Context: an optimization exercise on an open-source flow, tuned for small area and a short achievable clock period. The choices shown serve that exercise and are no tape-out recipe.
RTL that was checked went through simulation tests only; none was proved equivalent to the original.

## addmuladd_3_stage_signed_18_bit_xor_reduction
module addmuladd_3_stage_signed_18_bit_xor_reduction(
	input signed [17:0] a,
	input signed [17:0] b,
	input signed [17:0] c,
	input signed [17:0] d,
	output [17:0] out,
	input clk);
Settings: LEC_CHECK=0, ABC_AREA=1, CAP_MARGIN=20, CORE_MARGIN=2, CORE_UTILIZATION=40, CTS_BUF_LIST=sky130_fd_sc_hd__clkbuf_4 sky130_fd_sc_hd__clkbuf_8, SLEW_MARGIN=20; clock period 10.0 ns.
standard.sh (not shown) runs the stock make flow with config.mk's settings and CLKGATE_MAP_FILE= SYNTH_SCRIPT=/design/flow/synth_recipe.tcl, a recipe that flattens the netlist after the stock synthesis.
==> flow/flow/run.sh <==
#!/bin/bash
# The standard layout (standard.sh), with these changes:
#  - after the standard synthesis, inverters around full-adder cells are removed by
#    flipping the polarity of full adders (invopt2.py); registers are not touched;
#  - ports are buffered with buf_1 cells (the resizer upsizes them where timing needs it);
#  - timing repair aims at a larger setup margin than the design's clock needs, so
#    the layout is optimised for the period it achieves.
set -euo pipefail
MARGIN=6.9
R=$PWD/orfs/results/sky130hd/addmuladd_3_stage_signed_18_bit_xor_reduction/base
bash standard.sh $R/1_2_yosys.v > synth.log 2>&1
cp $R/1_2_yosys.v $R/1_2_yosys_std.v
python3 flow/invopt2.py $R/1_2_yosys_std.v $R/1_2_yosys.v > invopt.log 2>&1
bash standard.sh SETUP_SLACK_MARGIN=$MARGIN "BUFFER_PORTS_ARGS=-buffer_cell sky130_fd_sc_hd__buf_1" finish > layout.log 2>&1
Other scripts of this flow, unchanged in this note and not shown: flow/flow/invopt2.py
Edit:
--- a/flow/design.v
+++ b/flow/design.v
@@ -1318,19 +1318,18 @@
 	wire qkp13 = qkp6 & qkp4;
 	wire qk14 = qk7 | (qkp7 & qk5);
 	wire qkp14 = qkp7 & qkp5;
 	wire qk15 = qk8 | (qkp8 & qk6);
 	wire qkp15 = qkp8 & qkp6;
 	wire qk16 = qk11 | (qkp11 & qG0_3);
 	wire qk17 = qk12 | (qkp12 & qk1);
 	wire qk18 = qk13 | (qkp13 & qk9);
 	wire qk19 = qk14 | (qkp14 & qk10);
 	wire qk20 = qk15 | (qkp15 & qk11);
 	wire qkp20 = qkp15 & qkp11;
 	wire qk21 = qk20 | (qkp20 & qG0_3);
-	reg [1:0] par_r;
+	reg [0:0] par_r;
 	always @(posedge clk) begin
-		par_r[0] <= (qG0_3 & qhd_1) ^ (qk9 & qhd_3) ^ (qk16 & qhd_5) ^ (qk18 & qhd_7) ^ qp[0] ^ qp[1] ^ qp[2] ^ qp[3] ^ qp[4] ^ qp[5] ^ qp[6] ^ qp[7] ^ qp[8] ^ qp[9] ^ qp[10] ^ qp[11] ^ qp[12] ^ qp[13] ^ qp[14] ^ qp[15] ^ qp[16] ^ qp[17] ^ qp[18] ^ qp[19] ^ qp[20] ^ qp[21] ^ qp[22];
-		par_r[1] <= (qk1 & qhd_2) ^ (qk10 & qhd_4) ^ (qk17 & qhd_6) ^ (qk19 & qhd_8) ^ qp[23] ^ qp[24] ^ qp[25] ^ qp[26] ^ qp[27] ^ qp[28] ^ qp[29] ^ qp[30] ^ qp[31] ^ qp[32] ^ qp[33] ^ qp[34] ^ qp[35] ^ qh0_0 ^ qh0_1 ^ qh0_2 ^ qh0_3 ^ qh0_4 ^ qh0_5 ^ qh0_6 ^ qh0_7 ^ qh0_8;
+		par_r[0] <= (qG0_3 & qhd_1) ^ (qk1 & qhd_2) ^ (qk9 & qhd_3) ^ (qk10 & qhd_4) ^ (qk16 & qhd_5) ^ (qk17 & qhd_6) ^ (qk18 & qhd_7) ^ (qk19 & qhd_8) ^ qp[0] ^ qp[1] ^ qp[2] ^ qp[3] ^ qp[4] ^ qp[5] ^ qp[6] ^ qp[7] ^ qp[8] ^ qp[9] ^ qp[10] ^ qp[11] ^ qp[12] ^ qp[13] ^ qp[14] ^ qp[15] ^ qp[16] ^ qp[17] ^ qp[18] ^ qp[19] ^ qp[20] ^ qp[21] ^ qp[22] ^ qp[23] ^ qp[24] ^ qp[25] ^ qp[26] ^ qp[27] ^ qp[28] ^ qp[29] ^ qp[30] ^ qp[31] ^ qp[32] ^ qp[33] ^ qp[34] ^ qp[35] ^ qh0_0 ^ qh0_1 ^ qh0_2 ^ qh0_3 ^ qh0_4 ^ qh0_5 ^ qh0_6 ^ qh0_7 ^ qh0_8;
 	end
 	assign out = {17'd0, ^par_r};
 endmodule
Result: Non-clock buffer count climbs by 1; global-route usage drops by 0.75 points; via count went up by 1.4%; final cell count rises by 1.9%; sequential cell count decreases by 1; area after synthesis rose by 0.44%; worst setup slack gets better by 0.048 ns; count of clock-buffer cells in the layout climbs by 1; register-to-register slack got worse by 0.02 ns; wire length goes down by 2.0%; utilization rose by 0.93 points.
The RTL of the second run of this note was laid out without a check of its function.

==> separate check: timing with driven ports <==
Ports are ideal in the flow. The routed layouts listed here were re-timed in OpenROAD. Step 1 assumes that a clkbuf_16 drives the clock port and a buf_2 every other input. Step 2, shift: input delay + t, output delay - t, t = (earliest + latest rising clock arrival at the registers) / 2. This alone moves slack from input paths to output paths. Three values: ideal ports, drivers, drivers and shift; two values: the first two.
run | t, ns | setup WS [ns] | cell pins on the clock port's net
the first run | 0.528 | 6.924 / 6.880 / 6.567 | 1
the second run | 0.499 | 6.971 / 6.971 / 6.597 | 1
After both steps every run listed still meets setup and hold. For the second run, which loses most, drivers alone change the setup slack by 0.000 ns; drivers and shift together by -0.374 ns.
